Source: an optimization exercise on an open RTL-to-GDS flow (aim: small area). Production flows keep margins and buffers that such runs may drop.
At most, simulation tests tie the RTL to the original design; equivalence was not proved.
The RTL of runs 3 to 6 was laid out without a check of its function.
No activity file was given, so power comes from the tool's default toggle rates.

==> design.v <==
module ALU_ADD (
    input [15:0] a,
    input [15:0] b,
    input ci,
    output [15:0] s,
    output co,
    output eq
);
wire [17:0] t = {1'b0, a, 1'b1} + {1'b0, b, ci};
assign s = t[16:1];
assign co = t[17];
assign eq = &(a ^ b);
endmodule
module ALU_SHIFT (
    input [15:0] a,
    input [3:0] n,
    input right,
    output [15:0] y           
);
wire [15:0] arev;
genvar g;
generate for (g = 0; g < 16; g = g + 1) begin : rev
    assign arev[g] = a[15-g];
end endgenerate
wire [15:0] x = right ? arev : a;
assign y = x << n;
endmodule
module ALU_RESULT (
    input [15:0] a,
    input [15:0] b,
    input [15:0] sum,
    input [15:0] sh,
    input [15:0] ld,
    input gt,
    input s_sum, s_not, s_shl, s_shr, s_and, s_or, s_gt, s_ld,
    output [15:0] y
);
wire [15:0] shrev;
genvar g;
generate for (g = 0; g < 16; g = g + 1) begin : rev
    assign shrev[g] = sh[15-g];
end endgenerate
assign y = ({16{s_sum}} & sum)
         | ({16{s_not}} & ~a)
         | ({16{s_shl}} & sh)
         | ({16{s_shr}} & shrev)
         | ({16{s_and}} & (a & b))
         | ({16{s_or}} & (a | b))
         | ({16{s_ld}} & ld)
         | {15'd0, s_gt & gt};
endmodule
module REG_FILE_MODULE (
    input clk,
    input [7:0] wel,          
    input [7:0] weh,          
    input [15:0] wd,
    output [127:0] q          
);
reg [15:0] r0, r1, r2, r3, r4, r5, r6, r7;
always @(posedge clk) begin
    if (wel[0]) r0[7:0] <= wd[7:0];
    if (weh[0]) r0[15:8] <= wd[15:8];
    if (wel[1]) r1[7:0] <= wd[7:0];
    if (weh[1]) r1[15:8] <= wd[15:8];
    if (wel[2]) r2[7:0] <= wd[7:0];
    if (weh[2]) r2[15:8] <= wd[15:8];
    if (wel[3]) r3[7:0] <= wd[7:0];
    if (weh[3]) r3[15:8] <= wd[15:8];
    if (wel[4]) r4[7:0] <= wd[7:0];
    if (weh[4]) r4[15:8] <= wd[15:8];
    if (wel[5]) r5[7:0] <= wd[7:0];
    if (weh[5]) r5[15:8] <= wd[15:8];
    if (wel[6]) r6[7:0] <= wd[7:0];
    if (weh[6]) r6[15:8] <= wd[15:8];
    if (wel[7]) r7[7:0] <= wd[7:0];
    if (weh[7]) r7[15:8] <= wd[15:8];
end
assign q = {r7, r6, r5, r4, r3, r2, r1, r0};
endmodule
module RD_PORT (
    input [63:0] q,           
    input [7:0] sel,
    output [7:0] d
);
integer i;
reg [7:0] t;
always @(*) begin
    t = 8'd0;
    for (i = 0; i < 8; i = i + 1) t = t | ({8{sel[i]}} & q[i*8 +: 8]);
end
assign d = t;
endmodule
module DEC3 (
    input [2:0] a,
    output [7:0] y
);
assign y = 8'd1 << a;
endmodule
module DEC3E (
    input [2:0] a,
    input en,
    output [7:0] y
);
assign y = {8{en}} & (8'd1 << a);
endmodule
module top_module (
    input clk,
    input rst,
    output [15:0] imem_addr,
    input  [15:0] imem_data,
    output dmem_we,
    output dmem_re,
    output [15:0] dmem_addr,
    output [15:0] dmem_wdata,
    input  [15:0] dmem_rdata
);
    wire [15:0] ins = imem_data;
    wire [3:0] op = ins[15:12];
    wire [2:0] rs = ins[11:9];
    wire [2:0] rt = ins[8:6];
    wire [2:0] rd = ins[5:3];
    wire [15:0] sx = {{10{ins[5]}}, ins[5:0]};
    reg [15:1] pc;
    assign imem_addr = {pc, 1'b0};
    wire is_lw  = (op == 4'b0000);
    wire is_sw  = (op == 4'b0001);
    wire is_sub = (op == 4'b0011);
    wire is_not = (op == 4'b0100);
    wire is_shl = (op == 4'b0101);
    wire is_shr = (op == 4'b0110);
    wire is_and = (op == 4'b0111);
    wire is_or  = (op == 4'b1000);
    wire is_gt  = (op == 4'b1001);
    wire is_beq = (op == 4'b1011);
    wire is_bne = (op == 4'b1100);
    wire is_j   = (op == 4'b1101);
    wire is_mem = is_lw | is_sw;
    wire is_add = (op == 4'b0010) | (op == 4'b1010) | (op == 4'b1110) | (op == 4'b1111);
    wire wen = ~(is_sw | is_beq | is_bne | is_j);
    wire [127:0] q;
    wire [15:0] a, b, wd;
    wire [2:0] wa = is_lw ? rt : rd;
    wire [7:0] wsell, wselh, ra1l, ra1h, ra2l, ra2h;
    DEC3E dwl (.a(wa), .en(wen), .y(wsell));
    DEC3E dwh (.a(wa), .en(wen), .y(wselh));
    DEC3 d1l (.a(rs), .y(ra1l));
    DEC3 d1h (.a(rs), .y(ra1h));
    DEC3 d2l (.a(rt), .y(ra2l));
    DEC3 d2h (.a(rt), .y(ra2h));
    REG_FILE_MODULE gpr (.clk(clk), .wel(wsell | {8{rst}}), .weh(wselh | {8{rst}}), .wd(wd), .q(q));
    wire [63:0] ql, qh;
    genvar g;
    generate for (g = 0; g < 8; g = g + 1) begin : split
        assign ql[g*8 +: 8] = q[g*16 +: 8];
        assign qh[g*8 +: 8] = q[g*16 + 8 +: 8];
    end endgenerate
    RD_PORT rp1l (.q(ql), .sel(ra1l), .d(a[7:0]));
    RD_PORT rp1h (.q(qh), .sel(ra1h), .d(a[15:8]));
    RD_PORT rp2l (.q(ql), .sel(ra2l), .d(b[7:0]));
    RD_PORT rp2h (.q(qh), .sel(ra2h), .d(b[15:8]));
    wire sub = ~(is_add | is_mem);
    wire [15:0] sum;
    wire co, eq;
    ALU_ADD add (.a(a), .b((is_mem ? sx : b) ^ {16{sub}}), .ci(sub), .s(sum), .co(co), .eq(eq));
    wire gt = co & ~eq;            
    wire [15:0] sh;
    ALU_SHIFT shf (.a(a), .n(b[3:0]), .right(is_shr), .y(sh));
    wire big = |b[15:4];
    wire nr = ~rst;
    ALU_RESULT resm (
        .a(a), .b(b), .sum(sum), .sh(sh), .ld(dmem_rdata), .gt(gt),
        .s_sum(nr & (is_add | is_sub)), .s_not(nr & is_not),
        .s_shl(nr & is_shl & ~big), .s_shr(nr & is_shr & ~big),
        .s_and(nr & is_and), .s_or(nr & is_or), .s_gt(nr & is_gt), .s_ld(nr & is_lw),
        .y(wd)
    );
    assign dmem_we = is_sw;
    assign dmem_re = is_lw;
    assign dmem_addr = sum;
    assign dmem_wdata = b;
    wire taken = (is_beq & eq) | (is_bne & ~eq);
    wire [16:0] pct = {1'b0, pc, 1'b1} + {1'b0, taken ? sx[14:0] : 15'd0, 1'b1};
    wire [15:1] pcn = pct[15:1];
    always @(posedge clk) begin
        if (rst) pc <= 15'd0;
        else if (is_j) pc <= {pcn[15:13], ins[11:0]};
        else pc <= pcn;
    end
endmodule
==> flow/run.sh <==
#!/bin/bash
# The standard layout (standard.sh) with two changes:
#  - synthesis (flow/synth_area.tcl): no full-adder extraction or Kogge-Stone
#    adders, and the final ABC mapping is for area: flow/area.abc, or the
#    script ABC_MODULE_SCRIPTS names for a module. Every step before ABC, and
#    so every register and its cell type, is the standard synthesis's;
#  - every port still gets a buffer, but a sky130_fd_sc_hd__buf_1.
# Output of the make run: flow_make.log (ORFS's own logs under orfs/logs).
set -euo pipefail
HERE=$(pwd)
sed "s#SYNTH_SCRIPT=[^ ]*#SYNTH_SCRIPT=$HERE/flow/synth_area.tcl ADDER_MAP_FILE= SYNTH_OPERATIONS_ARGS=-noshare#" standard.sh > standard_area.sh
export AREA_ABC_SCRIPT=$HERE/flow/area.abc
export ABC_MODULE_SCRIPTS="ALU_RESULT:$HERE/flow/nfa.abc RD_PORT:$HERE/flow/amap2.abc"
export BUFFER_PORTS_ARGS="-buffer_cell sky130_fd_sc_hd__buf_1"
bash standard_area.sh "$@" > flow_make.log 2>&1
==> flow/amap2.abc <==
strash
ifraig
scorr
dc2
dch -f
amap
==> flow/area.abc <==
strash
dch
amap
==> flow/nfa.abc <==
&get -n
&st
&dch
&nf -a -R 1000
&put
==> flow/synth_area.tcl <==
# synth_recipe.tcl with the final abc call replaced: each module listed in
# ABC_MODULE_SCRIPTS (module:script pairs) is mapped with its own script,
# then everything left with AREA_ABC_SCRIPT.
proc synth {args} { yosys synth -nofsm -noshare {*}$args }
proc abc_with_script {script argv sel} {
  set i [lsearch -exact $argv -script]
  if { $i >= 0 } { lset argv [expr { $i + 1 }] $script }
  yosys abc {*}$argv {*}$sel
}
proc abc {args} {
  if { [info exists ::env(ABC_MODULE_SCRIPTS)] } {
    foreach pair $::env(ABC_MODULE_SCRIPTS) {
      lassign [split $pair :] m s
      abc_with_script $s $args [list $m]
    }
  }
  abc_with_script $::env(AREA_ABC_SCRIPT) $args {}
}
source $::env(SCRIPTS_DIR)/synth.tcl
# left out here: clear keep_hierarchy, flatten, clean up, hide names made inside functions, write 1_2_yosys.v
==> standard.sh <==
#!/bin/bash
# synth_recipe.tcl (not shown) runs the flow's synth.tcl, then flattens the netlist and writes it again
# the make line also repeats each setting of config.mk as NAME=value (left out here)
make -C /OpenROAD-flow-scripts/flow DESIGN_CONFIG=/design/flow/config.mk WORK_HOME=/design/flow/orfs CLKGATE_MAP_FILE= SYNTH_SCRIPT=/design/flow/synth_recipe.tcl "${@:-finish}"
==> config.mk <==
export PLATFORM = sky130hd
export DESIGN_NAME = top_module
export DESIGN_NICKNAME = top_module
export VERILOG_FILES = /design/flow/design.v
export SDC_FILE = /design/flow/constraint.sdc
export NUM_CORES = 4
export LEC_CHECK = 0
export CAP_MARGIN = 20
export CORE_MARGIN = 2
export CORE_UTILIZATION = 40
export CTS_BUF_LIST = sky130_fd_sc_hd__clkbuf_8
export GPL_TIMING_DRIVEN = 0
export PLACE_DENSITY = 0.6
export SLEW_MARGIN = 20
export SYNTH_HIERARCHICAL = 1
==> constraint.sdc <==
create_clock -name core_clock -period 6.5 [get_ports {clk}]
set_input_delay 1.3000 -clock core_clock [delete_from_list [all_inputs] [get_ports {clk}]]
set_output_delay 1.3000 -clock core_clock [all_outputs]
set_load 0.01 [all_outputs]
==> results of run 1 <==
critical path, delay by kind of cell:
family          cells  cell delay (ns)
compound gates     10             2.12
buf+inv             4             0.57
simple gates        5             1.04
routing by layer:
metal / global-route usage, % / vias to the layer above / routed length [um]
met5: 0 / - / 13
met4: 11.29 / 2 / 1203
met3: 5.933 / 86 / 4379
met2: 45.35 / 650 / 14940
met1: 39.83 / 4273 / 12620
li1: - / 4073 / -
worst paths after layout:
kind	from	endpoint	slack (ns)	cells past startpoint
min	pc[15]$_SDFF_PP0_	pc[15]$_SDFF_PP0_	0.61	3
min reg2reg	pc[15]$_SDFF_PP0_	pc[15]$_SDFF_PP0_	0.61	3
max	imem_data[8]	dmem_addr[15]	0.14	19
max reg2reg	gpr.r3[12]$_DFFE_PP_	pc[15]$_SDFF_PP0_	1.24	23
area by class of cell:
| class | instances | share of cell area, % |
|---|---|---|
| Clock buffer | 17 | 2.144 |
| Tap cell | 275 | 3.153 |
| Buffer | 1 | 0.06880 |
| Inverter | 67 | 2.637 |
| Timing Repair Buffer | 163 | 8.726 |
| Multi-Input combinational cell | 692 | 43.52 |
| Sequential cell | 143 | 37.98 |
| Clock inverter | 15 | 1.777 |
layout by cell type, fill, tap and decap left out, types with 20 or more instances in the layout:
cell type  netlist  layout
nand2_1         98      96
buf_4            1      83
nand3_1         31      26
a21oi_1         48      47
buf_1            0      73
nor3_4           0      31
a22oi_1         59      56
nand4_1         33      34
o22ai_1         37      34
edfxtp_1       128     128
a22o_1          21      21
clkinv_1        67      53
nor2_1          94      87
a222oi_1        48      48
o21ai_0         72      55
or2_0           21      20
modules after synthesis (local to each module, per instance):
module | cells | flops+latches
ALU_RESULT | 97 | 0
REG_FILE_MODULE | 128 | 128
top_module | 236 | 15
ALU_ADD | 108 | 0
ALU_SHIFT | 94 | 0
RD_PORT | 40 | 0
DEC3 | 11 | 0
DEC3E | 16 | 0
repair_timing:
| action | in CTS | in global routing |
|---|---|---|
| endpoints found under the setup margin | 109 | 14 |
| gates cloned | 4 | 0 |
| resized for setup | 116 | 44 |
| pin swaps | 29 | 22 |
| buffers inserted | 44 | 28 |
cells by family (layout without fill, tap and decap cells):
| kind of cell | count (synthesis) | after routing | synth area share, % |
|---|---|---|---|
| AO/OA/AOI/OAI | 348 | 348 | 29.42 |
| AND/OR/NAND/NOR | 339 | 343 | 18.35 |
| flip-flops | 143 | 143 | 49.12 |
| buffers and inverters | 68 | 263 | 3.070 |
| other | 1 | 1 | 0.04445 |
registers in the layout (all words and copies together), names as in the netlist:
register,cells
gpr.r0,16
gpr.r1,16
gpr.r2,16
gpr.r3,16
gpr.r4,16
gpr.r5,16
gpr.r6,16
gpr.r7,16
pc,15
power groups by stage:
stage	logic [mW]	clock network [mW]	registers, mW
after global placement	0.846	0	1.23
after CTS	0.942	0.792	1.21
after floorplan	0.554	0	1.22
after global routing	1.11	0.832	1.23
final	1.05	0.785	1.22
after detailed placement	0.857	0	1.23
per-stage QoR:
stage / setup TNS, ns / instance area [um^2] / power (mW) / hold WS (ns)
2_1_floorplan: 0 / 8444 / 1.771 / 0.6182
5_1_grt: -0.1882 / 10910 / 3.177 / 0.6865
4_1_cts: 0 / 10570 / 2.948 / 0.6118
3_5_place_dp: -148.41 / 9343 / 2.088 / 0.6040
6_report: 0 / 10910 / 3.050 / 0.6078
3_3_place_gp: -171.42 / 9096 / 2.073 / 0.5888
==> run_results.csv, run 1 <==
group,metric,value,unit
yosys,synth.net_count,933,
yosys,yosys.area.top_type,"edfxtp_1",
yosys,syn_area_per_cell,9.385,um^2
yosys,synth_edf_count,128,
clock_tree,htree_levels,4,
drt,route.detailed.drc,0,
setup_path,cp-end-kind,"output pin",
place,place_congestion,0.9233,
drt,vias_per_cell,6.616,
sta,final-max-slew-violation-count,0,
yosys,synth_most_common_cell,"edfxtp_1",
power_and_ir_drop,peakVddDrop,0.1648,mV
yosys,synth_seq_cells,143,
sta,fin_ws,0.1380,ns
sta,fmax,157.2,MHz
drt,wl_per_cell,24.14,um
setup_path,cp.arrival,5.06,ns
power_and_ir_drop,power_frac_comb,34.3,%
run_status,outcome,"complete, no violations",
setup_path,path_cells,"buf_8, nor3_4, a22oi_1, nand3_4, o22ai_2, o22ai_2, nand2_1, o21ai_2, clkinv_1, a31oi_4, o2111ai_2, inv_2, nor2_1, a311oi_2, o221a_1, o221ai_2, nand2_1, o21a_1, clkbuf_2",
yosys,ys.flop_type,"edfxtp_1",
die,num_io_pins,84,
sta,hold_viol,0,
yosys,synth.yosys.seq_area_share,49.12,%
drt,dr.pass1.iters,12,
yosys,synth_top_area_share,45.56,%
drt,vias,9084,
yosys,synth_cells,899,
yosys,synth_commonest_cells,"edfxtp_1, nand2_1, nor2_1",
yosys,synthesis.area,8437,um^2
run,maxCapViolations,0,
global_routing,grt_pass1_wl,47950,um
global_routing,grt_max_degree,39,
setup_path,crit_fanout,12,
setup_path,path_class,"in -> out",
clock_tree,worstSkewPairLatency,0.47,ns
sta,skew,0.02885,ns
clock_tree,cts_hold_buf,0,
die,die_h,149.2,um
setup_path,startpoint_type,"primary input",
die,die-area,22270,um^2
clock_tree,cts_tree,"built",
cells_and_area,instances_no_fill,1373,
setup_path,crit_required,5.20,ns
yosys,synthArstFlopShare,0,%
clock_tree,root_buffer,"clkbuf_8",
sta,worstMarginPinSlew,1.142,ns
power_and_ir_drop,p_sw,1.139,mW
global_routing,grt_usage,29.05,%
drt,drt-initial-drc-count,1673,
power_and_ir_drop,powerDensity,279.5,nW/um^2
place,place_ws,-2.313,ns
power_and_ir_drop,seq_power_share,39.9,%
clock_tree,clkSlewWorstSetupHoldPaths,0.08,ns
drt,ant_nets,0,
cells_and_area,multi_input_area,4748,um^2
drt,routed_wirelength,33150,um
cells_and_area,antenna_cells,0,
setup_path,crit_path_max_incr_delay,0.54,ns
power_and_ir_drop,internal_power,1.911,mW
global_routing,grt_pass1_vias,8006,
global_routing,antenna_found_initial,1,
sta,setup_viol,0,
die,std_cell_rows,53,
global_routing,overflow,0,
cells_and_area,fin_nets,1119,
cells_and_area,fillers,1904,
clock_tree,numCtsBuffers,17,
hold_path,min_path_type,"reg -> reg",
place,port_buffers,82,
clock_tree,clockBufferDepth,2,
yosys,yosys_warnings,9,
cells_and_area,post-route-util,52.24,%
place,placed_cells,1265,
power_and_ir_drop,pwr-share-clk,25.7,%
sta,slew_headroom,23.06,%
sta,fin_crit,6.362,ns
setup_path,crit_slowest_cell,"nor3_4",
die,coreArea,20890,um^2
cells_and_area,regArea,4144,um^2
die,start_util,40.39,%
cells_and_area,syn_to_final_growth,29.33,%
yosys,synth_top_cells_by_area,"edfxtp_1, a222oi_1, a22oi_1, nand2_1, o21ai_0",
place,dp_hpwl,21410,um
power_and_ir_drop,leakagePower,3.713,nW
yosys,synth.distinct_cells,37,
die,die_width,149.2,um
power_and_ir_drop,netSwitchingFraction,37.33,%
cells_and_area,drive_gt1_share,19.49,%
sta,period_share,97.88,%
clock_tree,clock_sinks,143,
==> run 2, diff against run 1 <==
--- a/flow/run.sh
+++ b/flow/run.sh
@@ -1,10 +1,11 @@
 #!/bin/bash
-# The standard layout (standard.sh) with two changes:
+# The standard layout (standard.sh) with these changes:
 #  - synthesis (flow/synth_area.tcl): no full-adder extraction or Kogge-Stone
 #    adders, and the final ABC mapping is for area: flow/area.abc, or the
 #    script ABC_MODULE_SCRIPTS names for a module. Every step before ABC, and
 #    so every register and its cell type, is the standard synthesis's;
 #  - every port still gets a buffer, but a sky130_fd_sc_hd__buf_1.
+#  - clock tree synthesis without dummy loads (CTS_ARGS below).
 # Output of the make run: flow_make.log (ORFS's own logs under orfs/logs).
 set -euo pipefail
 HERE=$(pwd)
@@ -12,4 +13,5 @@
 export AREA_ABC_SCRIPT=$HERE/flow/area.abc
 export ABC_MODULE_SCRIPTS="ALU_RESULT:$HERE/flow/nfa.abc RD_PORT:$HERE/flow/amap2.abc"
 export BUFFER_PORTS_ARGS="-buffer_cell sky130_fd_sc_hd__buf_1"
+export CTS_ARGS="-sink_clustering_enable -repair_clock_nets -dont_use_dummy_load -buf_list sky130_fd_sc_hd__clkbuf_8"
 bash standard_area.sh "$@" > flow_make.log 2>&1
--- a/config.mk
+++ b/config.mk
@@ -8,7 +8,6 @@
 export CAP_MARGIN = 20
 export CORE_MARGIN = 2
 export CORE_UTILIZATION = 40
-export CTS_BUF_LIST = sky130_fd_sc_hd__clkbuf_8
 export GPL_TIMING_DRIVEN = 0
 export PLACE_DENSITY = 0.6
 export SLEW_MARGIN = 20
==> run 2 against run 1 <==
  * Still clean on timing, DRC and antenna
  * Register-to-register slack gained 0.07 ns
  * Critical path depth increased by 2
  * Non-clock buffer count is 1 lower
==> run_results.csv, run 2 <==
group,metric,value,unit
yosys,syn_area_per_cell,9.385,um^2
yosys,synth_most_common_cell,"edfxtp_1",
die,die_width,149.2,um
die,die_h,149.2,um
sta,rsz0062_at_grt,"true",
setup_path,crit_fanout,12,
place,dp_hpwl,21410,um
die,std_cell_rows,53,
yosys,ys.flop_type,"edfxtp_1",
power_and_ir_drop,powerDensity,259.6,nW/um^2
yosys,synth_top_area_share,45.56,%
yosys,synthArstFlopShare,0,%
place,placed_cells,1265,
setup_path,rrSetupSlack,1.31,ns
yosys,synthesis.area,8437,um^2
clock_tree,htree_levels,4,
drt,wl_per_cell,24.27,um
yosys,yosys_warnings,9,
yosys,synth_commonest_cells,"edfxtp_1, nand2_1, nor2_1",
global_routing,overflow,0,
clock_tree,numCtsBuffers,17,
drt,drt-initial-drc-count,1586,
sta,slew_headroom,19.17,%
power_and_ir_drop,totalPowerFinal,2.775,mW
drt,dr.pass1.iters,6,
sta,fmax,158.1,MHz
cells_and_area,syn_to_final_growth,26.69,%
global_routing,grt_pass1_wl,47710,um
sta,setup_viol,0,
die,start_util,40.39,%
place,place_congestion,0.9233,
clock_tree,clkSlewWorstSetupHoldPaths,0.07,ns
drt,routed_wirelength,32980,um
setup_path,cp.arrival,5.02,ns
place,port_buffers,82,
cells_and_area,final_common_cell,"edfxtp_1",
clock_tree,worstSkewPairLatency,0.45,ns
run_status,outcome,"complete, no violations",
setup_path,crit_required,5.20,ns
setup_path,r2r_start,"gpr.r0[11]$_DFFE_PP_",
cells_and_area,instances_no_fill,1359,
sta,worstMarginPinSlew,1.200,ns
setup_path,path_class,"in -> out",
sta,fin_crit,6.325,ns
global_routing,antenna_found_initial,0,
yosys,synth_seq_cells,143,
power_and_ir_drop,peakVddDrop,0.1356,mV
die,die-area,22270,um^2
cells_and_area,drive_gt1_share,18.27,%
drt,ant_nets,0,
clock_tree,cts_tree,"built",
hold_path,min_path_type,"reg -> reg",
yosys,synth_cells,899,
clock_tree,clock_sinks,143,
global_routing,grt_usage,28.90,%
setup_path,cp-end-kind,"output pin",
cells_and_area,final_cell_mix,"edfxtp_1, nand2_1, nor2_1",
die,num_io_pins,84,
yosys,synth.net_count,933,
sta,skew,0.02686,ns
sta,period_share,97.31,%
die,coreArea,20890,um^2
global_routing,grt_pass1_vias,7974,
yosys,synth_top_cells_by_area,"edfxtp_1, a222oi_1, a22oi_1, nand2_1, o21ai_0",
setup_path,startpoint_type,"primary input",
global_routing,grt_max_degree,39,
power_and_ir_drop,leakagePower,3.617,nW
cells_and_area,fillers,1923,
drt,route.detailed.drc,0,
cells_and_area,antenna_cells,0,
clock_tree,root_buffer,"clkbuf_8",
setup_path,reg2reg_to,"pc[15]$_SDFF_PP0_",
run,maxCapViolations,0,
sta,hold_viol,0,
setup_path,cp-endpoint,"dmem_addr[15]",
cells_and_area,post-route-util,51.17,%
yosys,synth.yosys.seq_area_share,49.12,%
clock_tree,clockBufferDepth,2,
drt,vias,9049,
setup_path,crit_start,"imem_data[6]",
setup_path,r2r_cells,24,
sta,final-max-slew-violation-count,0,
yosys,synth.distinct_cells,37,
yosys,synth_edf_count,128,
drt,vias_per_cell,6.659,
cells_and_area,fin_nets,1120,
yosys,yosys.area.top_type,"edfxtp_1",
==> run 2: changes by cell type in the layout (fill, tap and decap cells not counted), sizes merged <==
| cell | previous run | this run |
|---|---|---|
| inv | 9 | 6 |
| nand2 | 99 | 100 |
| bufinv | 4 | 0 |
| buf | 162 | 161 |
| clkinv | 67 | 61 |
| nor2 | 94 | 95 |
| clkinvlp | 2 | 0 |
==> run 2: through the flow <==
step / cell area (um^2) / setup TNS, ns / hold WS [ns] / setup slack, ns
floorplan: 8444 / 0 / 0.6182 / 0.07152
global placement: 9096 / -171.42 / 0.5888 / -2.393
detailed placement: 9343 / -148.41 / 0.6040 / -2.313
CTS: 10400 / 0 / 0.6097 / 0.0009899
global route: 10690 / -0.3303 / 0.6853 / -0.08477
finish: 10690 / 0 / 0.6048 / 0.1751
==> run 2: layer usage <==
| layer | vias up | part of all wire, % | track usage, % | wire, um |
|---|---|---|---|---|
| met5 | - | 0 | 0 | 0 |
| met4 | 0 | 3.4 | 11.81 | 1121 |
| met3 | 81 | 12 | 6.758 | 4064 |
| met2 | 648 | 45 | 44.75 | 14910 |
| met1 | 4252 | 39 | 39.17 | 12890 |
| li1 | 4068 | - | - | - |
==> run 2: report_power, final <==
part	total (mW)	switching (mW)	internal, mW
sequential	1.22	0.0624	1.16
clock	0.526	0.296	0.230
combinational	1.03	0.702	0.328
==> run 2: worst min-delay path by stage <==
stage / startpoint / to / slack, ns / cells past startpoint
2_1_floorplan: pc[15]$_SDFF_PP0_ / pc[15]$_SDFF_PP0_ / 0.62 / 2
3_3_place_gp: pc[15]$_SDFF_PP0_ / pc[15]$_SDFF_PP0_ / 0.59 / 3
3_5_place_dp: pc[15]$_SDFF_PP0_ / pc[15]$_SDFF_PP0_ / 0.60 / 3
4_1_cts: pc[15]$_SDFF_PP0_ / pc[15]$_SDFF_PP0_ / 0.61 / 3
5_1_grt: pc[13]$_SDFF_PP0_ / pc[14]$_SDFF_PP0_ / 0.69 / 3
6_report: pc[15]$_SDFF_PP0_ / pc[15]$_SDFF_PP0_ / 0.60 / 3
==> run 2: area by class of cell <==
type | instances | area (um^2) | area share [%]
plain buffers | 1 | 7.507 | 0.07023
clock buffers | 17 | 234.0 | 2.189
inverters | 67 | 285.3 | 2.669
repair buffers | 162 | 944.7 | 8.838
multi-input cells | 694 | 4730 | 44.25
flip-flops and latches | 143 | 4144 | 38.77
well taps | 275 | 344.1 | 3.219
==> run 2: cell families (layout without fill, tap and decap cells) <==
kind of cell / after synthesis / after routing / synth area share [%]
AO/OA/AOI/OAI: 348 / 348 / 29.42
other: 1 / 1 / 0.04445
flip-flops: 143 / 143 / 49.12
AND/OR/NAND/NOR: 339 / 345 / 18.35
buffers and inverters: 68 / 247 / 3.070
==> run 2: critical path, cell delays in order <==
cell	delay [ns]
buf_6	0.16
inv_4	0.14
nor3_4	0.06
a22oi_1	0.52
nand3_4	0.17
o22ai_1	0.25
nor2_1	0.07
a21oi_1	0.21
nand2_1	0.13
o21ai_2	0.13
o21ai_2	0.13
a31oi_4	0.22
o2111ai_2	0.18
inv_2	0.11
nor2_1	0.06
a311oi_2	0.30
o221a_1	0.32
o221ai_2	0.12
nand2_1	0.09
o21a_1	0.15
clkbuf_2	0.15
==> run 2: modules after synthesis, one instance, submodules excluded <==
| module | copies in the design | cells inside |
|---|---|---|
| REG_FILE_MODULE | 1 | 128 |
| top_module | 1 | 236 |
| ALU_RESULT | 1 | 97 |
| ALU_SHIFT | 1 | 94 |
| ALU_ADD | 1 | 108 |
| RD_PORT | 4 | 40 |
| DEC3E | 2 | 16 |
| DEC3 | 4 | 11 |
==> run 2: timing repair <==
action | 4_1_cts | 5_1_grt
resized for setup | 117 | 31
hold buffers | 0 | 0
buffers inserted | 47 | 24
gates cloned | 4 | 2
pin swaps | 29 | 21
endpoints found under the setup margin | 117 | 14
==> run 3, diff against run 2 <==
--- a/design.v
+++ b/design.v
@@ -82,13 +82,23 @@
     input [7:0] sel,
     output [7:0] d
 );
-integer i;
-reg [7:0] t;
-always @(*) begin
-    t = 8'd0;
-    for (i = 0; i < 8; i = i + 1) t = t | ({8{sel[i]}} & q[i*8 +: 8]);
-end
-assign d = t;
+genvar g;
+generate for (g = 0; g < 8; g = g + 1) begin : rbit
+    wire n0, n1, n2;
+    AOI222 x0 (.a1(sel[0]), .a2(q[0*8+g]), .b1(sel[1]), .b2(q[1*8+g]), .c1(sel[2]), .c2(q[2*8+g]), .y(n0));
+    AOI222 x1 (.a1(sel[3]), .a2(q[3*8+g]), .b1(sel[4]), .b2(q[4*8+g]), .c1(sel[5]), .c2(q[5*8+g]), .y(n1));
+    AOI22  x2 (.a1(sel[6]), .a2(q[6*8+g]), .b1(sel[7]), .b2(q[7*8+g]), .y(n2));
+    NAND3  x3 (.a(n0), .b(n1), .c(n2), .y(d[g]));
+end endgenerate
+endmodule
+module AOI222 (input a1, a2, b1, b2, c1, c2, output y);
+assign y = ~((a1 & a2) | (b1 & b2) | (c1 & c2));
+endmodule
+module AOI22 (input a1, a2, b1, b2, output y);
+assign y = ~((a1 & a2) | (b1 & b2));
+endmodule
+module NAND3 (input a, b, c, output y);
+assign y = ~(a & b & c);
 endmodule
 module DEC3 (
     input [2:0] a,
==> run 3 against run 2 <==
  * Still clean on timing, DRC and antenna
  * Maximum frequency down 0.52%
  * Flip-flop and latch count unchanged
  * Combinational power hardly changed
  * Core utilization increased by 1.4 points
  * Synthesized cell count down 3.6%
  * Non-clock buffer count rose by 6
  * Worst hold slack improved by 0.010 ns
  * Sequential power is essentially flat
  * Wire length shrank 3.5%
  * Total power rose by 0.43%
  * First-iteration DRC count increased by 8.3%
  * Register-to-register slack better by 0.05 ns
  * Critical endpoint unchanged
  * Largest cell class unchanged
==> run_results.csv, run 3 <==
group,metric,value,unit
run_status,outcome,"complete, no violations",
clock_tree,clock_sinks,143,
global_routing,grt_pass1_vias,8111,
hold_path,holdPathStages,3,
power_and_ir_drop,leakagePower,3.657,nW
clock_tree,cts_tree,"built",
clock_tree,htree_levels,4,
setup_path,cp-end-kind,"output pin",
cells_and_area,fin_nets,1092,
hold_path,min_path_type,"reg -> reg",
power_and_ir_drop,powerDensity,260.3,nW/um^2
power_and_ir_drop,peakVddDrop,0.1368,mV
clock_tree,numCtsBuffers,17,
clock_tree,worstSkewPairLatency,0.46,ns
global_routing,grt_max_degree,39,
yosys,yosys_warnings,8,
hold_path,hp-start,"pc[15]$_SDFF_PP0_",
drt,vias,8968,
yosys,synth_top_area_share,46.13,%
yosys,synth_most_common_cell,"edfxtp_1",
yosys,muxShareOfSynthArea,0,%
global_routing,grt_pass1_wl,47060,um
run,maxCapViolations,0,
yosys,synth_compound_area_share,30.15,%
place,place_congestion,0.9579,
yosys,syn_area_per_cell,9.610,um^2
cells_and_area,post-route-util,52.57,%
sta,fin_crit,6.358,ns
setup_path,crit_required,5.20,ns
yosys,synth.yosys.seq_area_share,49.74,%
global_routing,grt_usage,28.29,%
yosys,synth-simple-area-share,16.95,%
clock_tree,clockBufferDepth,2,
cells_and_area,final_cell_mix,"edfxtp_1, nor2_1, buf_4",
die,die_h,148.3,um
sta,final-max-slew-violation-count,0,
place,placed_cells,1225,
sta,skew,0.04676,ns
die,die_width,148.3,um
die,die-area,22000,um^2
yosys,synth.distinct_cells,37,
sta,rsz0062_at_grt,"true",
sta,period_share,97.81,%
place,port_buffers,82,
yosys,synth_edf_count,128,
yosys,synth_top_family_by_area,"compound AO/OA/AOI/OAI gates",
yosys,synth.net_count,901,
setup_path,cp.arrival,5.06,ns
yosys,synthArstFlopShare,0,%
cells_and_area,drive_gt1_share,20.74,%
setup_path,r2r_start,"gpr.r3[12]$_DFFE_PP_",
sta,setup_viol,0,
drt,dr.pass1.iters,9,
yosys,yosys.area.top_type,"edfxtp_1",
yosys,synth_commonest_cells,"edfxtp_1, nor2_1, a222oi_1",
die,num_io_pins,84,
yosys,synth_top_cells_by_area,"edfxtp_1, a222oi_1, a22oi_1, o21ai_0, nor2_1",
cells_and_area,instances_no_fill,1326,
yosys,yosys.area_share.adder,0,%
place,dp_hpwl,21510,um
cells_and_area,syn_to_final_growth,28.50,%
die,std_cell_rows,52,
drt,drt-initial-drc-count,1718,
cells_and_area,antenna_cells,0,
yosys,ys.flop_type,"edfxtp_1",
setup_path,crit_start,"imem_data[10]",
setup_path,r2r_cells,23,
yosys,synth_seq_cells,143,
drt,vias_per_cell,6.763,
yosys,synth_cells,867,
setup_path,crit_fanout,11,
yosys,synth_xor_area_share,0,%
setup_path,path_class,"in -> out",
drt,routed_wirelength,31830,um
setup_path,startpoint_type,"primary input",
sta,slew_headroom,28.58,%
drt,wl_per_cell,24.00,um
sta,fmax,157.3,MHz
clock_tree,clkSlewWorstSetupHoldPaths,0.10,ns
cells_and_area,final_common_cell,"edfxtp_1",
die,coreArea,20360,um^2
cells_and_area,fillers,1825,
drt,ant_nets,0,
global_routing,overflow,0,
setup_path,rrSetupSlack,1.36,ns
sta,hold_slack,0.6150,ns
drt,route.detailed.drc,0,
yosys,synthesis.area,8332,um^2
clock_tree,root_buffer,"clkbuf_8",
die,start_util,40.91,%
global_routing,antenna_found_initial,0,
sta,worstMarginPinSlew,1.060,ns
sta,hold_viol,0,
==> run 3: cell types whose count changed in the layout (fill, tap and decap cells not counted), moves of 4 or more <==
cell / previous run / this run
o21ai_1: 9 / 5
a221oi_1: 17 / 1
a22oi_2: 0 / 4
a221oi_4: 4 / 0
nand3_1: 27 / 33
a22oi_1: 59 / 63
nand4_1: 34 / 17
a222oi_1: 48 / 80
nand2_1: 97 / 60
a22o_1: 21 / 1
nand3_2: 4 / 18
==> run 3: worst paths after layout <==
kind / to
worst max register to register: pc[15]$_SDFF_PP0_
worst min-delay path: pc[15]$_SDFF_PP0_
worst min register to register: pc[15]$_SDFF_PP0_
worst max-delay path: dmem_addr[15]
==> run 3: cell type report <==
cell class / instances / area, um^2 / share of cell area (%)
well taps: 270 / 337.8 / 3.155
plain buffers: 1 / 7.507 / 0.07012
flip-flops and latches: 143 / 4144 / 38.71
multi-input cells: 660 / 4676 / 43.67
clock buffers: 17 / 234.0 / 2.185
repair buffers: 168 / 1017 / 9.501
inverters: 67 / 290.3 / 2.711
==> run 3: metal layers <==
metal,share of wire (%),track usage (%)
met1,39,38.40
met2,46,45.88
met3,11,4.724
met4,3.8,10.43
met5,0,0
==> run 3: Yosys stat by module, one instance, submodules excluded, excerpt <==
module | cell area, um^2 | copies in the design
DEC3 | 51.30 | 4
DEC3E | 62.56 | 2
AOI222 | 10.01 | 64
ALU_RESULT | 606.8 | 1
NAND3 | 5.005 | 32
REG_FILE_MODULE | 3844 | 1
ALU_ADD | 508.0 | 1
ALU_SHIFT | 578.1 | 1
top_module | 1424 | 1
AOI22 | 7.507 | 32
==> run 3: worst max-delay path, cell delays in order <==
cell	delay, ns
clkbuf_4	0.26
nor3_2	0.66
a222oi_1	0.25
nand3_1	0.36
nand2_1	0.17
o21ai_2	0.12
clkinv_2	0.11
a31oi_4	0.24
o2111ai_2	0.19
clkinv_1	0.11
nor2_1	0.06
a311oi_2	0.31
o221a_1	0.32
o221ai_1	0.15
nand2_1	0.10
o21a_1	0.16
clkbuf_2	0.16
==> run 3: cell families (layout without fill, tap and decap cells) <==
| family | Yosys count | count (layout) |
|---|---|---|
| compound gates | 348 | 348 |
| buf+inv | 68 | 253 |
| simple gates | 307 | 311 |
| other cells | 1 | 1 |
| flops | 143 | 143 |
==> run 3: through the flow <==
stage          setup WS [ns]  power, mW  area [um^2]  setup TNS [ns]
3_5_place_dp          -2.143      2.085         9129         -142.44
6_report              0.1421      2.787        10710               0
5_1_grt             -0.05331      2.909        10710        -0.07060
4_1_cts              0.01238      2.685        10210               0
2_1_floorplan       0.002704      1.767         8334               0
3_3_place_gp          -2.304      2.068         8980         -181.96
==> run 3: power breakdown <==
group	internal, mW	switching [mW]
clock	0.230	0.300
sequential	1.16	0.0593
combinational	0.336	0.704
total	1.72	1.06
==> run 3: repair_timing <==
item | in CTS | in global routing
buffers inserted | 46 | 34
endpoints found under the setup margin | 124 | 16
pin swaps | 28 | 31
resized for setup | 114 | 58
hold buffers | 0 | 0
cloned | 4 | 0
==> run 4, diff against run 3 <==
--- a/flow/run.sh
+++ b/flow/run.sh
@@ -14,4 +14,5 @@
 export ABC_MODULE_SCRIPTS="ALU_RESULT:$HERE/flow/nfa.abc RD_PORT:$HERE/flow/amap2.abc"
 export BUFFER_PORTS_ARGS="-buffer_cell sky130_fd_sc_hd__buf_1"
 export CTS_ARGS="-sink_clustering_enable -repair_clock_nets -dont_use_dummy_load -buf_list sky130_fd_sc_hd__clkbuf_8"
+export SETUP_MOVE_SEQUENCE="unbuffer,sizeup,swap"
 bash standard_area.sh "$@" > flow_make.log 2>&1
==> run 4 against run 3 <==
  * Critical path depth increased by 4
  * First-iteration DRC count shrank 21%
  * Core utilization down 2.9 points
  * Now fails the layout checks on negative setup slack
  * Die area did not move
  * Via count decreased by 5.0%
  * Critical path type unchanged
  * Maximum frequency is 2.7% lower
  * Global-route usage shrank 1.5 points
  * Area after synthesis unchanged
  * Flip-flop and latch count stayed put
  * Highest routed layer unchanged
  * Register-to-register slack worse by 0.25 ns
  * Sequential share of layout area grew 2.2 points
  * Clock skew is 0.0013 ns lower
==> run_results.csv, run 4 <==
group,metric,value,unit
run_status,outcome,"finished with violations",
run_status,so_faults,"negative setup slack",
yosys,synth.yosys.seq_area_share,49.74,%
setup_path,crit_required,5.20,ns
global_routing,grt_usage,26.81,%
yosys,synth.net_count,901,
clock_tree,numCtsBuffers,17,
drt,wl_per_cell,24.17,um
cells_and_area,fin_nets,1008,
global_routing,grt_pass1_vias,7835,
global_routing,antenna_found_initial,0,
yosys,synth_most_common_cell,"edfxtp_1",
setup_path,path_class,"in -> out",
hold_path,holdPathStages,3,
die,die-area,22000,um^2
sta,rsz0062_at_grt,"true",
hold_path,hold_end,"pc[15]$_SDFF_PP0_",
setup_path,crit_fanout,23,
setup_path,cp.buffers_inverters,4,
setup_path,path_delay_family,"compound AO/OA/AOI/OAI gates",
power_and_ir_drop,powerDensity,269.1,nW/um^2
yosys,synthArstFlopShare,0,%
yosys,synth_top_area_share,46.13,%
die,std_cell_rows,52,
place,dp_hpwl,21510,um
setup_path,path_cells,"buf_16, clkinv_8, nor3_4, a222oi_1, nand3_4, o22ai_4, nor2_2, a21oi_2, nand2_2, o21ai_4, o21ai_4, a31oi_4, o2111ai_2, inv_2, nor2_4, a311oi_4, o221a_4, o221ai_2, nand2_1, o21a_1, buf_6",
clock_tree,cts_tree,"built",
setup_path,crit_slowest_cell,"a222oi_1",
setup_path,startpoint_type,"primary input",
yosys,yosys.area_share.adder,0,%
global_routing,grt_max_degree,39,
clock_tree,cts_hold_buf,0,
cells_and_area,drive_gt1_share,14.09,%
clock_tree,root_buffer,"clkbuf_8",
sta,worstMarginPinSlew,1.058,ns
place,placed_cells,1225,
hold_path,min_path_type,"reg -> reg",
cells_and_area,syn_to_final_growth,21.52,%
yosys,synth_top_cells_by_area,"edfxtp_1, a222oi_1, a22oi_1, o21ai_0, nor2_1",
drt,routed_wirelength,30020,um
drt,ant_nets,0,
yosys,syn_area_per_cell,9.610,um^2
die,start_util,40.91,%
clock_tree,htree_levels,4,
setup_path,cp-end-kind,"output pin",
setup_path,r2r_start,"gpr.r3[0]$_DFFE_PP_",
yosys,synth_cells,867,
setup_path,reg2reg_to,"pc[14]$_SDFF_PP0_",
global_routing,grt_pass1_wl,44800,um
sta,final-max-slew-violation-count,0,
drt,vias_per_cell,6.863,
setup_path,cp.arrival,5.23,ns
yosys,synth_edf_count,128,
place,place_congestion,0.9579,
cells_and_area,fillers,1872,
die,coreArea,20360,um^2
clock_tree,worstSkewPairLatency,0.45,ns
global_routing,overflow,0,
yosys,synth-simple-area-share,16.95,%
power_and_ir_drop,leakagePower,3.208,nW
die,num_io_pins,84,
sta,setup_viol,1,
sta,period_share,100.5,%
die,die_h,148.3,um
die,die_width,148.3,um
drt,dr.pass1.iters,8,
sta,fin_tns_setup,-0.03212,ns
clock_tree,cts_setup_buffers,0,
yosys,synth_commonest_cells,"edfxtp_1, nor2_1, a222oi_1",
cells_and_area,instances_no_fill,1242,
clock_tree,clockBufferDepth,2,
setup_path,cp_common_cell,"o21ai_4",
yosys,yosys.area.top_type,"edfxtp_1",
yosys,synth_compound_area_share,30.15,%
power_and_ir_drop,peakVddDrop,0.1394,mV
yosys,synth.distinct_cells,37,
cells_and_area,antenna_cells,0,
sta,hold_viol,0,
drt,vias,8524,
sta,slew_headroom,28.70,%
cells_and_area,final_common_cell,"edfxtp_1",
setup_path,r2r_cells,23,
drt,drt-initial-drc-count,1352,
yosys,synth_xor_area_share,0,%
yosys,yosys_warnings,8,
clock_tree,clkSlewWorstSetupHoldPaths,0.10,ns
clock_tree,clock_sinks,143,
hold_path,hp-start,"pc[15]$_SDFF_PP0_",
yosys,ys.flop_type,"edfxtp_1",
sta,fin_crit,6.532,ns
sta,skew,0.04544,ns
drt,route.detailed.drc,0,
sta,fin_ws,-0.03212,ns
place,port_buffers,82,
sta,fmax,153.1,MHz
yosys,synth_seq_cells,143,
run,maxCapViolations,0,
setup_path,crit_path_max_incr_delay,0.57,ns
sta,hold_slack,0.6153,ns
yosys,synthesis.area,8332,um^2
yosys,synth_top_family_by_area,"compound AO/OA/AOI/OAI gates",
setup_path,rrSetupSlack,1.11,ns
yosys,muxShareOfSynthArea,0,%
cells_and_area,final_cell_mix,"edfxtp_1, nor2_1, a222oi_1",
## run 4: changes by cell type in the layout (fill, tap and decap cells not counted), moves of 4 or more
| cell | previous run | this run |
|---|---|---|
| nand3_1 | 33 | 43 |
| a22oi_1 | 63 | 67 |
| a22oi_2 | 4 | 0 |
| nand3_2 | 18 | 4 |
| buf_4 | 82 | 5 |
| buf_1 | 74 | 70 |
## run 4: power by group
group	internal, mW	switching, mW
clock network	0.231	0.293
registers	1.16	0.0564
logic	0.299	0.691
total	1.69	1.04
## run 4: final cells by class
cell class                 instances  area, um^2  share of cell area, %
inverter                          67       316.6                  3.127
tap                              270       337.8                  3.337
clock buffer                      17       234.0                  2.311
timing repair buffer              88       434.2                  4.288
buffer                             1       7.507                0.07415
multi-input combinational        656        4651                  45.93
sequential                       143        4144                  40.93
## run 4: Yosys stat by module (local to each module, per instance), excerpt
module | copies in the design | flops+latches
NAND3 | 32 | 0
ALU_ADD | 1 | 0
ALU_RESULT | 1 | 0
DEC3E | 2 | 0
ALU_SHIFT | 1 | 0
top_module | 1 | 15
AOI22 | 32 | 0
DEC3 | 4 | 0
AOI222 | 64 | 0
REG_FILE_MODULE | 1 | 128
## run 4: through the flow
stage	power, mW	area, um^2	worst slack (ns)	util, %
6_report	2.725	10120	-0.03212	49.72
5_1_grt	2.857	10120	-0.1841	49.72
4_1_cts	2.658	9853	0.005169	48.38
3_5_place_dp	2.085	9129	-2.143	44.83
3_3_place_gp	2.068	8980	-2.304	44.10
2_1_floorplan	1.767	8334	0.002704	-
## run 4: cell families after synthesis
group           count (synthesis)
compound gates                348
buf+inv                        68
flops                         143
other cells                     1
simple gates                  307
## run 4: worst max path at each step
| stage | startpoint | endpoint | slack (ns) | cells after the start |
|---|---|---|---|---|
| finish | imem_data[7] | dmem_addr[15] | -0.03 | 21 |
| global placement | imem_data[7] | pc[15]$_SDFF_PP0_ | -2.30 | 25 |
| global route | imem_data[7] | dmem_addr[15] | -0.18 | 21 |
| CTS | imem_data[8] | dmem_addr[15] | 0.005 | 21 |
| detailed placement | imem_data[14] | pc[15]$_SDFF_PP0_ | -2.14 | 25 |
| floorplan | imem_data[7] | dmem_addr[14] | 0.003 | 17 |
## run 4: timing repair
| item | 4_1_cts | 5_1_grt |
|---|---|---|
| endpoints found under the setup margin | 124 | 15 |
| cloned | 0 | 0 |
| hold endpoints to repair | 0 | 0 |
| gates resized for setup | 125 | 69 |
| pin swaps | 21 | 26 |
## run 4: worst min-delay path, cell delays in order, from the launching register on
cell and delay (ns):
dfxtp_1 0.36, a21oi_1 0.09, nor2_1 0.08, a211oi_1 0.05
## run 4: per-layer routing
layer  share of wire, %  GRT usage [%]
met5                  0              0
met4                2.8          9.143
met3                9.5          4.387
met2                 48          44.70
met1                 40          35.71
==> run 5, diff against run 4 <==
--- a/flow/run.sh
+++ b/flow/run.sh
@@ -14,5 +14,5 @@
 export ABC_MODULE_SCRIPTS="ALU_RESULT:$HERE/flow/nfa.abc RD_PORT:$HERE/flow/amap2.abc"
 export BUFFER_PORTS_ARGS="-buffer_cell sky130_fd_sc_hd__buf_1"
 export CTS_ARGS="-sink_clustering_enable -repair_clock_nets -dont_use_dummy_load -buf_list sky130_fd_sc_hd__clkbuf_8"
-export SETUP_MOVE_SEQUENCE="unbuffer,sizeup,swap"
+export SETUP_MOVE_SEQUENCE="unbuffer,sizeup,swap,buffer"
 bash standard_area.sh "$@" > flow_make.log 2>&1
==> run 5 against run 4 <==
  * The run now finishes clean
  * Flip-flop and latch count stayed put
  * Non-clock buffer count is 43 higher
  * Final cell count is 3.5% higher
  * Sequential share of layout area is 1.3 points lower
  * Clock power is 0.8% higher
  * Largest cell class unchanged
==> run_results.csv, run 5 <==
group,metric,value,unit
setup_path,crit_fanout,22,
die,start_util,40.91,%
sta,skew,0.04607,ns
global_routing,grt_usage,27.23,%
yosys,synth_commonest_cells,"edfxtp_1, nor2_1, a222oi_1",
setup_path,cp.arrival,5.10,ns
yosys,ys.flop_type,"edfxtp_1",
drt,dr.pass1.iters,7,
setup_path,cp.buffers_inverters,6,
yosys,yosys.area.top_type,"edfxtp_1",
clock_tree,worstSkewPairLatency,0.45,ns
global_routing,grt_pass1_wl,45420,um
setup_path,crit_slowest_cell,"a222oi_1",
power_and_ir_drop,leakagePower,3.415,nW
cells_and_area,drive_gt1_share,17.54,%
setup_path,r2r_cells,23,
sta,fin_ws,0.09803,ns
cells_and_area,fin_nets,1051,
yosys,synthesis.area,8332,um^2
drt,drt-initial-drc-count,1518,
hold_path,hold_end,"pc[15]$_SDFF_PP0_",
setup_path,rrSetupSlack,1.09,ns
yosys,synth_most_common_cell,"edfxtp_1",
drt,ant_nets,0,
die,die_width,148.3,um
yosys,yosys_warnings,8,
place,place_ws,-2.143,ns
clock_tree,htree_levels,4,
drt,routed_wirelength,30680,um
sta,worstMarginPinSlew,1.065,ns
drt,vias,8702,
clock_tree,clock_sinks,143,
place,place_congestion,0.9579,
sta,setup_viol,0,
yosys,synth_edf_count,128,
setup_path,path_class,"in -> out",
yosys,synth_seq_cells,143,
global_routing,grt_max_degree,39,
yosys,synth_top_area_share,46.13,%
yosys,synthArstFlopShare,0,%
setup_path,cp_common_cell,"buf_6",
drt,wl_per_cell,23.87,um
sta,slew_headroom,28.25,%
hold_path,holdPathStages,3,
global_routing,grt_pass1_vias,7909,
die,die-area,22000,um^2
sta,final-max-slew-violation-count,0,
cells_and_area,final_common_cell,"edfxtp_1",
cells_and_area,syn_to_final_growth,25.47,%
place,port_buffers,82,
power_and_ir_drop,powerDensity,264.5,nW/um^2
setup_path,crit_required,5.20,ns
die,std_cell_rows,52,
hold_path,hp-start,"pc[15]$_SDFF_PP0_",
die,die_h,148.3,um
yosys,synth.net_count,901,
setup_path,crit_path_max_incr_delay,0.59,ns
drt,route.detailed.drc,0,
setup_path,path_delay_family,"compound AO/OA/AOI/OAI gates",
clock_tree,clkSlewWorstSetupHoldPaths,0.10,ns
clock_tree,root_buffer,"clkbuf_8",
hold_path,min_path_type,"reg -> reg",
clock_tree,numCtsBuffers,17,
sta,fin_crit,6.402,ns
yosys,synth.distinct_cells,37,
die,coreArea,20360,um^2
setup_path,startpoint_type,"primary input",
cells_and_area,antenna_cells,0,
global_routing,antenna_found_initial,0,
drt,vias_per_cell,6.772,
sta,period_share,98.49,%
setup_path,reg2reg_to,"pc[15]$_SDFF_PP0_",
global_routing,overflow,0,
run_status,outcome,"complete, no violations",
yosys,synth.yosys.seq_area_share,49.74,%
clock_tree,clockBufferDepth,2,
sta,hold_viol,0,
place,dp_hpwl,21510,um
cells_and_area,final_cell_mix,"edfxtp_1, nor2_1, a222oi_1",
cells_and_area,post-route-util,51.33,%
run,maxCapViolations,0,
setup_path,path_cells,"buf_16, clkinv_8, nor3_4, buf_6, a222oi_1, nand3_4, o22ai_4, o22ai_2, o21ai_2, clkinv_2, a31oi_4, o2111ai_4, inv_2, nor2_2, a311oi_2, o221a_2, o221ai_2, nand2_1, o21a_1, buf_6",
setup_path,cp-end-kind,"output pin",
clock_tree,cts_tree,"built",
yosys,synth_top_cells_by_area,"edfxtp_1, a222oi_1, a22oi_1, o21ai_0, nor2_1",
power_and_ir_drop,peakVddDrop,0.1403,mV
die,num_io_pins,84,
setup_path,r2r_start,"gpr.r0[2]$_DFFE_PP_",
sta,fmax,156.2,MHz
yosys,syn_area_per_cell,9.610,um^2
yosys,synth_cells,867,
==> run 5: changes by cell type in the layout (fill, tap and decap cells not counted), moves of 2 or more <==
cell,before,now
buf_4,5,42
buf_6,3,5
o21ai_0,57,59
buf_2,6,4
o21ai_4,2,0
clkbuf_4,0,3
o21ai_2,5,9
o21ai_1,8,4
buf_1,70,73
==> run 5: where the power goes <==
| group | leakage [nW] | switching (mW) | internal [mW] | total [mW] |
|---|---|---|---|---|
| clock network | 0.122 | 0.297 | 0.230 | 0.527 |
| logic | 1.83 | 0.697 | 0.327 | 1.02 |
| registers | 1.46 | 0.0573 | 1.16 | 1.21 |
| total | 3.41 | 1.05 | 1.71 | 2.76 |
==> run 5: stage by stage <==
stage / cells / instance area, um^2 / total power [mW] / hold WS, ns / TNS (ns)
after floorplan: 867 / 8334 / 1.767 / 0.6182 / 0
after global placement: 1219 / 8980 / 2.068 / 0.6055 / -181.96
after detailed placement: 1225 / 9129 / 2.085 / 0.6142 / -142.44
after CTS: 1267 / 10050 / 2.671 / 0.6251 / 0
after global routing: 1285 / 10450 / 2.893 / 0.6695 / -0.01923
final: 1285 / 10450 / 2.765 / 0.6144 / 0
==> run 5: what timing repair did <==
item,4_1_cts,5_1_grt
resized for setup,121,63
endpoints found under the setup margin,124,14
cloned,0,0
hold buffers,0,0
endpoints found under the hold margin,0,0
pin swaps,27,24
setup buffers,25,18
==> run 5: cell families (layout without fill, tap and decap cells) <==
family / after synthesis / after routing / synth area share (%)
AND/OR/NAND/NOR: 307 / 307 / 16.95
flip-flops: 143 / 143 / 49.74
buffers and inverters: 68 / 216 / 3.109
AO/OA/AOI/OAI: 348 / 348 / 30.15
other: 1 / 1 / 0.04501
==> run 5: area by class of cell <==
class / instances / area (um^2)
Tap cell: 270 / 337.8
Sequential cell: 143 / 4144
Timing Repair Buffer: 131 / 780.7
Fill cell: 1826 / 9911
Clock buffer: 17 / 234.0
Inverter: 67 / 309.0
Buffer: 1 / 7.507
Multi-Input combinational cell: 656 / 4641
==> run 5: how the worst max path moves through the flow <==
| stage | startpoint | cells past startpoint | to |
|---|---|---|---|
| 2_1_floorplan | imem_data[7] | 17 | dmem_addr[14] |
| 3_3_place_gp | imem_data[7] | 25 | pc[15]$_SDFF_PP0_ |
| 3_5_place_dp | imem_data[14] | 25 | pc[15]$_SDFF_PP0_ |
| 4_1_cts | imem_data[9] | 22 | pc[15]$_SDFF_PP0_ |
| 5_1_grt | imem_data[8] | 29 | pc[12]$_SDFF_PP0_ |
| 6_report | imem_data[6] | 20 | dmem_addr[15] |
==> run 5: metal layers <==
metal  share of wire, %  GRT usage (%)
met1                 39          36.83
met3                9.7          3.834
met5                  0              0
met2                 47          45.05
met4                3.4          9.619
==> run 5: modules after synthesis (local to each module, per instance), excerpt <==
module	times used	cells inside	area, um^2	flip-flops and latches
ALU_ADD	1	108	508.0	0
top_module	1	236	1424	15
REG_FILE_MODULE	1	128	3844	128
ALU_RESULT	1	97	606.8	0
DEC3	4	11	51.30	0
DEC3E	2	16	62.56	0
AOI22	32	1	7.507	0
==> run 5: worst register-to-register path: cells and delay by family (launching register included) <==
kind            cells  cell delay [ns]
simple gates       13             2.55
compound gates      8             2.08
flops               1             0.39
buf+inv             2             0.27
==> run 6, diff against run 5 <==
--- a/flow/run.sh
+++ b/flow/run.sh
@@ -6,6 +6,8 @@
 #    so every register and its cell type, is the standard synthesis's;
 #  - every port still gets a buffer, but a sky130_fd_sc_hd__buf_1.
 #  - clock tree synthesis without dummy loads (CTS_ARGS below).
+#  - after the timing repair on global routing, downsize gates off the critical
+#    paths (RECOVER_POWER).
 # Output of the make run: flow_make.log (ORFS's own logs under orfs/logs).
 set -euo pipefail
 HERE=$(pwd)
@@ -14,5 +16,5 @@
 export ABC_MODULE_SCRIPTS="ALU_RESULT:$HERE/flow/nfa.abc RD_PORT:$HERE/flow/amap2.abc"
 export BUFFER_PORTS_ARGS="-buffer_cell sky130_fd_sc_hd__buf_1"
 export CTS_ARGS="-sink_clustering_enable -repair_clock_nets -dont_use_dummy_load -buf_list sky130_fd_sc_hd__clkbuf_8"
-export SETUP_MOVE_SEQUENCE="unbuffer,sizeup,swap,buffer"
+export RECOVER_POWER=100
 bash standard_area.sh "$@" > flow_make.log 2>&1
==> run 6 against run 5 <==
  * Maximum frequency is 0.69% higher
  * Core utilization is 1.2 points higher
  * Setup slack better by 0.044 ns
  * Sequential share of layout area is 0.94 points lower
  * Area after synthesis stayed put
  * Die area stayed put
  * Via count is 3.1% higher
  * First-iteration DRC count is 13% higher
  * Final cell count is 3.2% higher
  * Critical path depth is 3 lower
  * Global-route usage is 1.1 points higher
==> run_results.csv, run 6 <==
group,metric,value,unit
run_status,outcome,"complete, no violations",
die,std_cell_rows,52,
cells_and_area,final_cell_mix,"edfxtp_1, nor2_1, buf_4",
place,place_ws,-2.143,ns
run,maxCapViolations,0,
sta,skew,0.04676,ns
power_and_ir_drop,netSwitchingFraction,38.18,%
yosys,synthesis.area,8332,um^2
sta,slew_headroom,28.58,%
power_and_ir_drop,pwr-share-clk,19.0,%
clock_tree,clock_sinks,143,
global_routing,overflow,0,
cells_and_area,drive_gt1_share,20.74,%
sta,period_share,97.81,%
yosys,synth_seq_cells,143,
yosys,yosys.area.top_type,"edfxtp_1",
drt,vias_per_cell,6.763,
sta,final-max-slew-violation-count,0,
yosys,synth_commonest_cells,"edfxtp_1, nor2_1, a222oi_1",
clock_tree,htree_levels,4,
setup_path,path_class,"in -> out",
cells_and_area,regArea,4144,um^2
sta,fin_tns_setup,0,ns
sta,fin_ws,0.1421,ns
sta,fin_crit,6.358,ns
yosys,synth.distinct_cells,37,
yosys,synthArstFlopShare,0,%
cells_and_area,fillers,1825,
setup_path,crit_required,5.20,ns
clock_tree,worstSkewPairLatency,0.46,ns
drt,dr.pass1.iters,9,
setup_path,crit_slowest_cell,"nor3_2",
place,port_buffers,82,
cells_and_area,final_area,10710,um^2
global_routing,grt_max_degree,39,
sta,rsz0062_at_grt,"true",
cells_and_area,fin_nets,1092,
die,die-area,22000,um^2
power_and_ir_drop,power_frac_comb,37.3,%
yosys,synth_edf_count,128,
sta,setup_viol,0,
global_routing,grt_pass1_wl,47060,um
power_and_ir_drop,seq_power_share,43.6,%
setup_path,crit_fanout,11,
setup_path,cp_common_cell,"nand2_1",
setup_path,cp.arrival,5.06,ns
setup_path,cp-end-kind,"output pin",
cells_and_area,final_common_cell,"edfxtp_1",
sta,hold_viol,0,
clock_tree,root_buffer,"clkbuf_8",
yosys,yosys_warnings,8,
yosys,synth.yosys.seq_area_share,49.74,%
cells_and_area,multi_input_area,4676,um^2
global_routing,grt_pass1_vias,8111,
clock_tree,cts_hold_buf,0,
yosys,synth_top_area_share,46.13,%
drt,drt-initial-drc-count,1718,
drt,wl_per_cell,24.00,um
power_and_ir_drop,peakVddDrop,0.1368,mV
power_and_ir_drop,internal_power,1.723,mW
place,dp_hpwl,21510,um
global_routing,grt_usage,28.29,%
yosys,ys.flop_type,"edfxtp_1",
power_and_ir_drop,powerDensity,260.3,nW/um^2
die,die_h,148.3,um
clock_tree,clkSlewWorstSetupHoldPaths,0.10,ns
place,place_area,9129,um^2
die,start_util,40.91,%
drt,ant_nets,0,
yosys,synth.net_count,901,
clock_tree,cts_tree,"built",
power_and_ir_drop,p_sw,1.064,mW
drt,route.detailed.drc,0,
setup_path,path_cells,"clkbuf_4, nor3_2, a222oi_1, nand3_1, nand2_1, o21ai_2, clkinv_2, a31oi_4, o2111ai_2, clkinv_1, nor2_1, a311oi_2, o221a_1, o221ai_1, nand2_1, o21a_1, clkbuf_2",
yosys,synth_most_common_cell,"edfxtp_1",
drt,vias,8968,
die,die_width,148.3,um
die,coreArea,20360,um^2
clock_tree,clockBufferDepth,2,
yosys,synth_cells,867,
die,num_io_pins,84,
hold_path,min_path_type,"reg -> reg",
drt,routed_wirelength,31820,um
setup_path,crit_path_max_incr_delay,0.66,ns
sta,worstMarginPinSlew,1.060,ns
setup_path,startpoint_type,"primary input",
sta,fmax,157.3,MHz
global_routing,antenna_found_initial,0,
yosys,synth_top_cells_by_area,"edfxtp_1, a222oi_1, a22oi_1, o21ai_0, nor2_1",
cells_and_area,syn_to_final_growth,28.50,%
clock_tree,numCtsBuffers,17,
power_and_ir_drop,leakagePower,3.657,nW
cells_and_area,antenna_cells,0,
place,place_congestion,0.9579,
yosys,syn_area_per_cell,9.610,um^2
## run 6: cell counts after synthesis
No cell type changed its count.
## run 6: kinds of logic (layout without fill, tap and decap cells)
group / Yosys count / after routing / share of synthesized area [%]
AO/OA/AOI/OAI: 348 / 348 / 30.15
buffers and inverters: 68 / 253 / 3.109
flip-flops: 143 / 143 / 49.74
other: 1 / 1 / 0.04501
AND/OR/NAND/NOR: 307 / 311 / 16.95
## run 6: Yosys stat by module (local to each module, per instance), excerpt
module	copies in the design	flops+latches	cell area [um^2]	cells
DEC3E	2	0	62.56	16
ALU_RESULT	1	0	606.8	97
DEC3	4	0	51.30	11
REG_FILE_MODULE	1	128	3844	128
NAND3	32	0	5.005	1
ALU_ADD	1	0	508.0	108
ALU_SHIFT	1	0	578.1	94
## run 6: critical path, delay by kind of cell
kind	cells	cell delay [ns]
AOI/OAI and AO/OA	8	1.74
and+or+nand+nor	5	1.35
buffers and inverters	4	0.64
## run 6: final timing paths
path	from	endpoint	slack [ns]	depth (start not counted)
max reg2reg	gpr.r3[12]$_DFFE_PP_	pc[15]$_SDFF_PP0_	1.36	23
min reg2reg	pc[15]$_SDFF_PP0_	pc[15]$_SDFF_PP0_	0.61	3
min	pc[15]$_SDFF_PP0_	pc[15]$_SDFF_PP0_	0.61	3
max	imem_data[10]	dmem_addr[15]	0.14	17
## run 6: power groups by stage
stage | registers, mW | clock network (mW) | logic [mW]
detailed placement | 1.23 | 0 | 0.855
floorplan | 1.21 | 0 | 0.552
finish | 1.22 | 0.531 | 1.04
global placement | 1.23 | 0 | 0.842
global route | 1.23 | 0.571 | 1.11
CTS | 1.21 | 0.537 | 0.938
## run 6: layout make-up
type	count	area share [%]
multi-input combinational	660	43.67
tap	270	3.155
buffer	1	0.07012
inverter	67	2.711
timing repair buffer	168	9.501
clock buffer	17	2.185
sequential	143	38.71
## run 6: metal layers
metal | global-route usage [%] | routed length [um] | vias to the layer above
met1 | 38.40 | 12290 | 4336
li1 | - | - | 3983
met5 | 0 | 0 | -
met3 | 4.724 | 3643 | 85
met2 | 45.88 | 14690 | 564
met4 | 10.43 | 1203 | 0
## run 6: repair_timing
action | in CTS | in global routing
endpoints found under the setup margin | 124 | 16
pin swaps | 28 | 31
gates resized for setup | 114 | 58
setup buffers | 46 | 34
cloned | 4 | 0
## run 6: metrics by stage
stage          util [%]  total power, mW  instances  hold slack (ns)
6_report          52.57            2.787       1326           0.6150
5_1_grt           52.57            2.909       1326           0.6695
4_1_cts           50.16            2.685       1292           0.6251
3_5_place_dp      44.83            2.085       1225           0.6142
3_3_place_gp      44.10            2.068       1219           0.6055
2_1_floorplan         -            1.767        867           0.6182

==> static timing again, ports no longer ideal <==
How much do the figures lean on ideal ports? The routed layouts below were timed once more, with nothing changed but the port constraints.
Step 1: set_driving_cell puts a clkbuf_16 on clk and a buf_2 on each other input, an assumption about the parent block.
Step 2 times the ports against the registers' clock, not the clock port: input delays grow and output delays shrink by t, the midpoint of the rising clock arrivals with the driver on.
Three values: ideal ports, drivers, drivers and shift; two values: the first two.
run | shift t [ns] | slack for setup (ns) | hold slack, ns | worst setup path at the end
run 1 | 0.498 | 0.138 / 0.091 / -0.246 | 0.608 / 0.608 / 0.608 | input to register
run 2 | 0.482 | 0.175 / 0.141 / -0.187 | 0.605 / 0.605 / 0.605 | input to register
run 3 | 0.480 | 0.142 / 0.117 / -0.100 | 0.615 / 0.615 / 0.615 | input to register
run 4 | 0.469 | -0.032 / -0.094 / -0.183 | 0.615 / 0.615 / 0.615 | input to register
run 5 | 0.474 | 0.098 / 0.016 / -0.251 | 0.614 / 0.614 / 0.614 | input to register
run 6 | 0.480 | 0.142 / 0.117 / -0.100 | 0.615 / 0.615 / 0.615 | input to register
With both steps, setup timing fails in 5 of these runs, where it was met with ideal ports. For run 1, which loses most, drivers alone change the setup slack by -0.047 ns; drivers and shift together by -0.384 ns.
